Context: an optimization exercise on an open-source flow, tuned for small area, a short achievable clock period and few clock cycles. The choices shown serve that exercise and are no tape-out recipe.
The RTL was checked by simulation tests, not by an equivalence proof against the original design.

==> run a: inputs <==
==> flow/design.v (excerpt) <==
module MipsProcessor(input clk, rst, output [31:0] imem_addr, input [31:0] imem_data,
                     output [31:0] dmem_addr, dmem_wdata, output dmem_we, dmem_re, input [31:0] dmem_rdata);
	reg  [31:0] pc;
	wire [31:1] inc = pc[31:1] + 31'd1;
	wire [31:0] pc1 = pc[0] ? {inc, 1'b0} : {pc[31:1], 1'b1};
	wire [31:0] pc2 = {inc, pc[0]};
	wire [5:0]  iop = imem_data[31:26];
	wire if_jt, if_jal, if_jr;
	IfDecode My_IfDecode(.op(iop), .jt(if_jt), .jal(if_jal), .jr(if_jr));
	wire stall;
	wire [3:0] br_taken, br_ntaken;    
	wire [31:0] br_target;
	wire [31:0] pc_seq = if_jt ? {pc1[31:26], imem_data[25:0]} : (if_jr ? pc2 : pc1);
	wire [31:0] pc_hold = stall ? pc : pc_seq;
	wire [31:0] pc_next;
	genvar i;
	generate
		for (i = 0; i < 32; i = i + 1) begin : pcm
			wire t_n, h_n;
			C_NAND2 My_T(.a(br_taken[i/8]), .b(br_target[i]), .y(t_n));
			C_NAND2 My_H(.a(br_ntaken[i/8]), .b(pc_hold[i]), .y(h_n));
			C_NAND2 My_M(.a(t_n), .b(h_n), .y(pc_next[i]));
		end
	endgenerate
	always @(posedge clk, posedge rst) begin
		if (rst)
			pc <= 32'd0;
		else
			pc <= pc_next;
	end
	assign imem_addr = pc;
	reg        d_valid;
	reg [31:0] d_w;
	always @(posedge clk, posedge rst) begin
		if (rst)
			d_valid <= 1'b0;
		else
			d_valid <= br_ntaken[3] && (stall ? d_valid : 1'b1);
	end
	reg [31:1] d_s1, d_s2;
	wire [31:1] n_s1, n_s2;
	Dec5 My_SDec1(.a(stall ? d_w[25:21] : imem_data[25:21]), .en(1'b1), .y(n_s1));
	Dec5 My_SDec2(.a(stall ? d_w[20:16] : imem_data[20:16]), .en(1'b1), .y(n_s2));
	always @(posedge clk) begin
		d_s1 <= n_s1;
		d_s2 <= n_s2;
	end
	always @(posedge clk) begin
		if (!stall)
			d_w <= {imem_data[31:26], if_jal ? pc1[25:0] : imem_data[25:0]};
	end
	wire [4:0] d_rs = d_w[25:21];
	wire [4:0] d_rt = d_w[20:16];
	wire [4:0] d_rd = d_w[15:11];
	wire d_jal = !d_w[31] && d_w[28] && !d_w[29];
  ...
==> flow/config.mk <==
export PLATFORM = sky130hd
export DESIGN_NAME = MipsProcessor
export DESIGN_NICKNAME = MipsProcessor
export VERILOG_FILES = /design/flow/design.v
export SDC_FILE = /design/flow/constraint.sdc
export NUM_CORES = 8
export LEC_CHECK = 0
export CAP_MARGIN = 20
export CORE_MARGIN = 2
export CORE_UTILIZATION = 60
export PLACE_DENSITY = 0.7
export SLEW_MARGIN = 20
export SYNTH_HIERARCHICAL = 1
==> flow/constraint.sdc <==
create_clock -name core_clock -period 12.0 [get_ports {clk}]
set_input_delay 2.4000 -clock core_clock [delete_from_list [all_inputs] [get_ports {clk}]]
set_output_delay 2.4000 -clock core_clock [all_outputs]
set_load 0.01 [all_outputs]
standard.sh (not shown) runs the stock make flow with config.mk's settings and CLKGATE_MAP_FILE= SYNTH_SCRIPT=/design/flow/synth_recipe.tcl, a recipe that flattens the netlist after the stock synthesis.
==> flow/flow/run.sh <==
#!/bin/bash
# The standard synthesis and layout (standard.sh), with:
#  - ports buffered with buf_4 instead of the library's first buffer;
#  - larger clock-tree sink clusters and no dummy clock loads.
set -o pipefail
bash standard.sh \
  SETUP_SLACK_MARGIN=8.3 \
  MATCH_CELL_FOOTPRINT=0 \
  "BUFFER_PORTS_ARGS=-buffer_cell sky130_fd_sc_hd__buf_4" \
  "CTS_ARGS=-sink_clustering_enable -repair_clock_nets -sink_clustering_size 25 -sink_clustering_max_diameter 80 -dont_use_dummy_load" \
  finish > flow_make.log 2>&1
==> run b: changes against run a <==
--- a/flow/design.v
+++ b/flow/design.v
@@ -79,31 +79,32 @@
 	wire [7:0] d4;
 	wire [3:0] e8;
 	wire [1:0] d16;
 	genvar i;
 	generate
 		for (i = 0; i < 32; i = i + 1) begin : x
 			C_XOR2 My_X(.a(a_n[i]), .b(b_n[i]), .y(ne[i]));
 		end
-		for (i = 0; i < 16; i = i + 1) begin : l1
+		C_NOR3 My_E0(.a(ne[0]), .b(ne[1]), .c(go_n), .y(e2[0]));
+		for (i = 1; i < 16; i = i + 1) begin : l1
 			C_NOR2 My_E(.a(ne[2*i]), .b(ne[2*i+1]), .y(e2[i]));
 		end
 		for (i = 0; i < 8; i = i + 1) begin : l2
 			C_NAND2 My_D(.a(e2[2*i]), .b(e2[2*i+1]), .y(d4[i]));
 		end
 		for (i = 0; i < 4; i = i + 1) begin : l3
 			C_NOR2 My_E(.a(d4[2*i]), .b(d4[2*i+1]), .y(e8[i]));
 		end
 		for (i = 0; i < 2; i = i + 1) begin : l4
 			C_NAND2 My_D(.a(e8[2*i]), .b(e8[2*i+1]), .y(d16[i]));
 		end
 		for (i = 0; i < 4; i = i + 1) begin : l5
-			C_NOR3 My_T(.a(d16[0]), .b(d16[1]), .c(go_n), .y(taken[i]));
-			C_OR3 My_N(.a(d16[0]), .b(d16[1]), .c(go_n), .y(ntaken[i]));
+			C_NOR2 My_T(.a(d16[0]), .b(d16[1]), .y(taken[i]));
+			C_NAND4 My_N(.a(e8[0]), .b(e8[1]), .c(e8[2]), .d(e8[3]), .y(ntaken[i]));
 		end
 	endgenerate
 endmodule
 module ALU(input [31:0] m, ea, eb, input [16:0] imm, input fa, ra, fb, rb, ib, sub, ssum, andop, orop, slt,
            output [31:0] out);
 	wire [31:0] a_n, b_n, bx_n, g0, p0, o0, s;
 	genvar i;
 	generate
@@ -377,16 +378,22 @@
 	assign y = !(a || b || c);
 endmodule
 module C_NOR4(input a, b, c, d, output y);
 	assign y = !(a || b || c || d);
 endmodule
 module C_OR3(input a, b, c, output y);
 	assign y = a || b || c;
 endmodule
+module C_OR2(input a, b, output y);
+	assign y = a || b;
+endmodule
+module C_OAI211(input a1, a2, b1, c1, output y);
+	assign y = !((a1 || a2) && b1 && c1);
+endmodule
 module C_AOI21(input a1, a2, b1, output y);
 	assign y = !((a1 && a2) || b1);
 endmodule
 module C_OAI21(input a1, a2, b1, output y);
 	assign y = !((a1 || a2) && b1);
 endmodule
 module C_A21O(input a1, a2, b1, output y);
 	assign y = (a1 && a2) || b1;
@@ -402,18 +409,20 @@
 endmodule
 module MipsProcessor(input clk, rst, output [31:0] imem_addr, input [31:0] imem_data,
                      output [31:0] dmem_addr, dmem_wdata, output dmem_we, dmem_re, input [31:0] dmem_rdata);
 	reg  [31:0] pc;
 	wire [31:1] inc = pc[31:1] + 31'd1;
 	wire [31:0] pc1 = pc[0] ? {inc, 1'b0} : {pc[31:1], 1'b1};
 	wire [31:0] pc2 = {inc, pc[0]};
 	wire [5:0]  iop = imem_data[31:26];
-	wire if_jt, if_jal, if_jr;
+	wire if_jt, if_jal, if_jr, if_jal_a, if_jal_b, nc_a1, nc_a2, nc_b1, nc_b2;
 	IfDecode My_IfDecode(.op(iop), .jt(if_jt), .jal(if_jal), .jr(if_jr));
+	IfDecode My_IfDecodeA(.op(iop), .jt(nc_a1), .jal(if_jal_a), .jr(nc_a2));
+	IfDecode My_IfDecodeB(.op(iop), .jt(nc_b1), .jal(if_jal_b), .jr(nc_b2));
 	wire stall;
 	wire [3:0] br_taken, br_ntaken;    
 	wire [31:0] br_target;
 	wire [31:0] pc_seq = if_jt ? {pc1[31:26], imem_data[25:0]} : (if_jr ? pc2 : pc1);
 	wire [31:0] pc_hold = stall ? pc : pc_seq;
 	wire [31:0] pc_next;
 	genvar i;
 	generate
@@ -444,17 +453,17 @@
 	Dec5 My_SDec1(.a(stall ? d_w[25:21] : imem_data[25:21]), .en(1'b1), .y(n_s1));
 	Dec5 My_SDec2(.a(stall ? d_w[20:16] : imem_data[20:16]), .en(1'b1), .y(n_s2));
 	always @(posedge clk) begin
 		d_s1 <= n_s1;
 		d_s2 <= n_s2;
 	end
 	always @(posedge clk) begin
 		if (!stall)
-			d_w <= {imem_data[31:26], if_jal ? pc1[25:0] : imem_data[25:0]};
+			d_w <= {imem_data[31:26], if_jal_b ? pc1[25:13] : imem_data[25:13], if_jal_a ? pc1[12:0] : imem_data[12:0]};
 	end
 	wire [4:0] d_rs = d_w[25:21];
 	wire [4:0] d_rt = d_w[20:16];
 	wire [4:0] d_rd = d_w[15:11];
 	wire d_jal = !d_w[31] && d_w[28] && !d_w[29];
 	wire c_rtype, c_useimm, c_regwrite, c_memread, c_memwrite, c_beq, c_rdrs, c_rdrt, c_sub, c_and, c_or, c_slt;
 	Controller My_Controller(.op(d_w[31:26]), .func(d_w[5:0]), .jal(d_jal), .rtype(c_rtype), .useimm(c_useimm),
 	                         .regwrite(c_regwrite), .memread(c_memread), .memwrite(c_memwrite), .beq(c_beq),
@@ -473,21 +482,23 @@
 	wire sa_rf_n = d_jal || byp1;
 	wire sb_rd  = byp2 && m_memread;
 	wire sb_res = byp2 && !m_memread;
 	wire sb_rf_n = byp2;
 	wire [31:0] jalv = {pc[31:26], d_w[25:0]};
 	wire [31:0] opa, opb;
 	generate
 		for (i = 0; i < 32; i = i + 1) begin : byp
-			wire ya, yb;
-			C_AOI222 My_YA(.a1(sa_rd), .a2(dmem_rdata[i]), .b1(sa_res), .b2(m_res[i]), .c1(sa_jal), .c2(jalv[i]), .y(ya));
-			C_OAI21 My_A(.a1(sa_rf_n), .a2(rf1_n[i]), .b1(ya), .y(opa[i]));
-			C_AOI22 My_YB(.a1(sb_rd), .a2(dmem_rdata[i]), .b1(sb_res), .b2(m_res[i]), .y(yb));
-			C_OAI21 My_B(.a1(sb_rf_n), .a2(rf2_n[i]), .b1(yb), .y(opb[i]));
+			wire na_rd, na_oth, nb_rd, nb_res;
+			C_NAND2 My_ARd(.a(sa_rd), .b(dmem_rdata[i]), .y(na_rd));
+			C_AOI22 My_AOth(.a1(sa_res), .a2(m_res[i]), .b1(sa_jal), .b2(jalv[i]), .y(na_oth));
+			C_OAI211 My_A(.a1(sa_rf_n), .a2(rf1_n[i]), .b1(na_rd), .c1(na_oth), .y(opa[i]));
+			C_NAND2 My_BRd(.a(sb_rd), .b(dmem_rdata[i]), .y(nb_rd));
+			C_NAND2 My_BRes(.a(sb_res), .b(m_res[i]), .y(nb_res));
+			C_OAI211 My_B(.a1(sb_rf_n), .a2(rf2_n[i]), .b1(nb_rd), .c1(nb_res), .y(opb[i]));
 		end
 	endgenerate
 	BrCmp My_BrCmp(.a_n(rf1_n), .b_n(rf2_n), .go_n(!(d_valid && c_beq)), .taken(br_taken), .ntaken(br_ntaken));
 	assign br_target = pc + {15'd0, d_w[15], d_w[15:0]};
 	reg        e_regwrite, e_memread, e_memwrite;
 	reg [4:0]  e_rd;
 	HazardUnit My_HazardUnit(.d_valid(d_valid), .rdrs(c_rdrs), .rdrt(c_rdrt), .rs(d_rs), .rt(d_rt),
 	                         .e_memread(e_memread), .e_rd(e_rd), .stall(stall));
==> flow/flow/run.sh (replaced) <==
#!/bin/bash
# The standard synthesis and layout (standard.sh), with:
#  - ports buffered with buf_4 instead of the library's first buffer;
#  - larger clock-tree sink clusters and no dummy clock loads;
#  - after global routing, cells with ample slack are downsized (flow/downsize.tcl).
set -o pipefail
bash standard.sh \
  SETUP_SLACK_MARGIN=8.6 \
  TNS_END_PERCENT=5 \
  MATCH_CELL_FOOTPRINT=0 \
  "BUFFER_PORTS_ARGS=-buffer_cell sky130_fd_sc_hd__buf_4" \
  "CTS_ARGS=-sink_clustering_enable -repair_clock_nets -sink_clustering_size 25 -sink_clustering_max_diameter 80 -dont_use_dummy_load" \
  POST_GLOBAL_ROUTE_TCL=$PWD/flow/post_grt.tcl \
  finish > flow_make.log 2>&1
==> flow/flow/downsize.tcl (new file) <==
# Area recovery: replace cells by smaller sizes of the same function where the
# timing through them stays well above the design's worst setup slack.
# Runs inside ORFS (after global route repair); parasitics from global routing.
proc ds_smaller_cells { lc } {
  set name [get_property $lc name]
  if {![regexp {^(sky130_fd_sc_hd__[a-z0-9]+)_([0-9]+)$} $name -> base sz]} { return {} }
  set a [get_property $lc area]
  set out {}
  foreach c [get_lib_cells */${base}_*] {
    set cn [get_property $c name]
    if {[get_property $c dont_use]} continue
    set ca [get_property $c area]
    if {$ca < $a} { lappend out [list $ca $c] }
  }
  return [lsort -real -index 0 $out]
}
proc ds_inst_slack { inst } {
  set sl 1e9
  foreach p [get_pins -of $inst] {
    set s [get_property $p slack_max]
    if {$s ne "INF" && $s < $sl} { set sl $s }
  }
  return $sl
}
proc ds_max_out_cap { inst } {
  # largest total capacitance driven by an output of the instance (pF)
  set mx 0
  foreach p [get_pins -of $inst -filter "direction==output"] {
    set net [get_nets -quiet -of $p]
    if {$net eq ""} continue
    set c [sta::Net_capacitance $net [sta::cmd_scene] max]
    if {$c > $mx} { set mx $c }
  }
  return [expr {$mx * 1e12}]
}
proc ds_drv_ok { rs rc } {
  # worst max-slew and max-capacitance slack, relative to the limit
  return [expr {[sta::max_slew_check_slack_limit] >= $rs && [sta::max_capacitance_check_slack_limit] >= $rc}]
}
proc downsize_all { guard } {
  set wns [worst_slack -max]
  set rs [expr {min(0.2, [sta::max_slew_check_slack_limit])}]
  set rc [expr {min(0.2, [sta::max_capacitance_check_slack_limit])}]
  puts "downsize: slew and capacitance margins kept at $rs $rc"
  set thr [expr {$wns + $guard}]
  puts "downsize: worst slack $wns, keeping instance slack above $thr"
  set saved 0; set n 0
  set cands {}
  foreach inst [get_cells *] {
    set lc [get_lib_cells -of $inst]
    if {$lc eq "NULL" || $lc eq ""} continue
    set cn [get_property $lc name]
    if {[string match "*clkbuf*" $cn] || [string match "*clkinv*" $cn] || [string match "*tap*" $cn] || [string match "*fill*" $cn] || [string match "*decap*" $cn] || [string match "*dly*" $cn]} continue
    set sm [ds_smaller_cells $lc]
    if {[llength $sm] == 0} continue
    set sl [ds_inst_slack $inst]
    if {$sl < $thr + 0.05} continue
    # a weak driver on a long or heavily loaded net is left alone: its delay
    # depends most on parasitics that change after detailed routing
    if {[ds_max_out_cap $inst] > 0.04} continue
    lappend cands [list $sl $inst]
  }
  # most slack first
  foreach c [lsort -real -decreasing -index 0 $cands] {
    set inst [lindex $c 1]
    set lc [get_lib_cells -of $inst]
    set a0 [get_property $lc area]
    foreach s [ds_smaller_cells $lc] {
      set nc [lindex $s 1]
      replace_cell $inst $nc
      if {[ds_inst_slack $inst] >= $thr && [worst_slack -max] >= $wns - 1e-4 && [ds_drv_ok $rs $rc]} {
        set saved [expr {$saved + $a0 - [lindex $s 0]}]
        incr n
        break
      } else {
        replace_cell $inst $lc
      }
    }
  }
  puts "downsize: resized $n instances, saved [format %.1f $saved] um2, worst slack now [worst_slack -max]"
}
==> flow/flow/post_grt.tcl (new file) <==
# After the global-route timing repair: recover area from cells on paths
# with ample slack (see downsize.tcl). The estimated parasitics are written
# to SPEF and read back so that they stay attached to the nets while cells
# are swapped.
source [file join [file dirname [info script]] downsize.tcl]
set ds_spef [file join $::env(RESULTS_DIR) 5_1_grt_est.spef]
estimate_parasitics -global_routing -spef_file $ds_spef
read_spef $ds_spef
downsize_all 0.20
==> comparison <==
Run a finished clean. Run b completed with no timing, DRC or antenna violations. Between run a and run b, the lower global-route usage is in run b (gap 5.2 points). Register-to-register slack: run a is better than run b (50 ps). Final cell count is about the same in run a and run b. Between run a and run b, the lower hold slack is in run b (gap 3.7 ps).
Testbench counts of run a, summed over its fixed seeds: cycles 49,457.
Testbench counts of run b, summed over its fixed seeds: cycles 49,457.

## port drivers added, routing unchanged
The flow's constraints put no driver on any port. The routed layouts listed below were extracted and timed again, unchanged, in two steps. Step 1: set_driving_cell puts a clkbuf_16 on clk and a buf_2 on each other input, an assumption about the parent block. Step 2 times the ports against the registers' clock, not the clock port: input delays grow and output delays shrink by t, the midpoint of the rising clock arrivals with the driver on. Three values: no drivers, after step 1, after step 2; two values: the first two.
run	t, ns	setup slack, ns	hold slack, ns
run a	0.785	8.272 / 8.197 / 7.582	0.366 / 0.366 / 0.366
run b	0.768	8.248 / 8.176 / 7.617	0.362 / 0.362 / 0.362
After both steps setup and hold are still met in every run listed. For run a, which loses most, drivers alone change the setup slack by -0.075 ns; drivers and shift together by -0.690 ns.
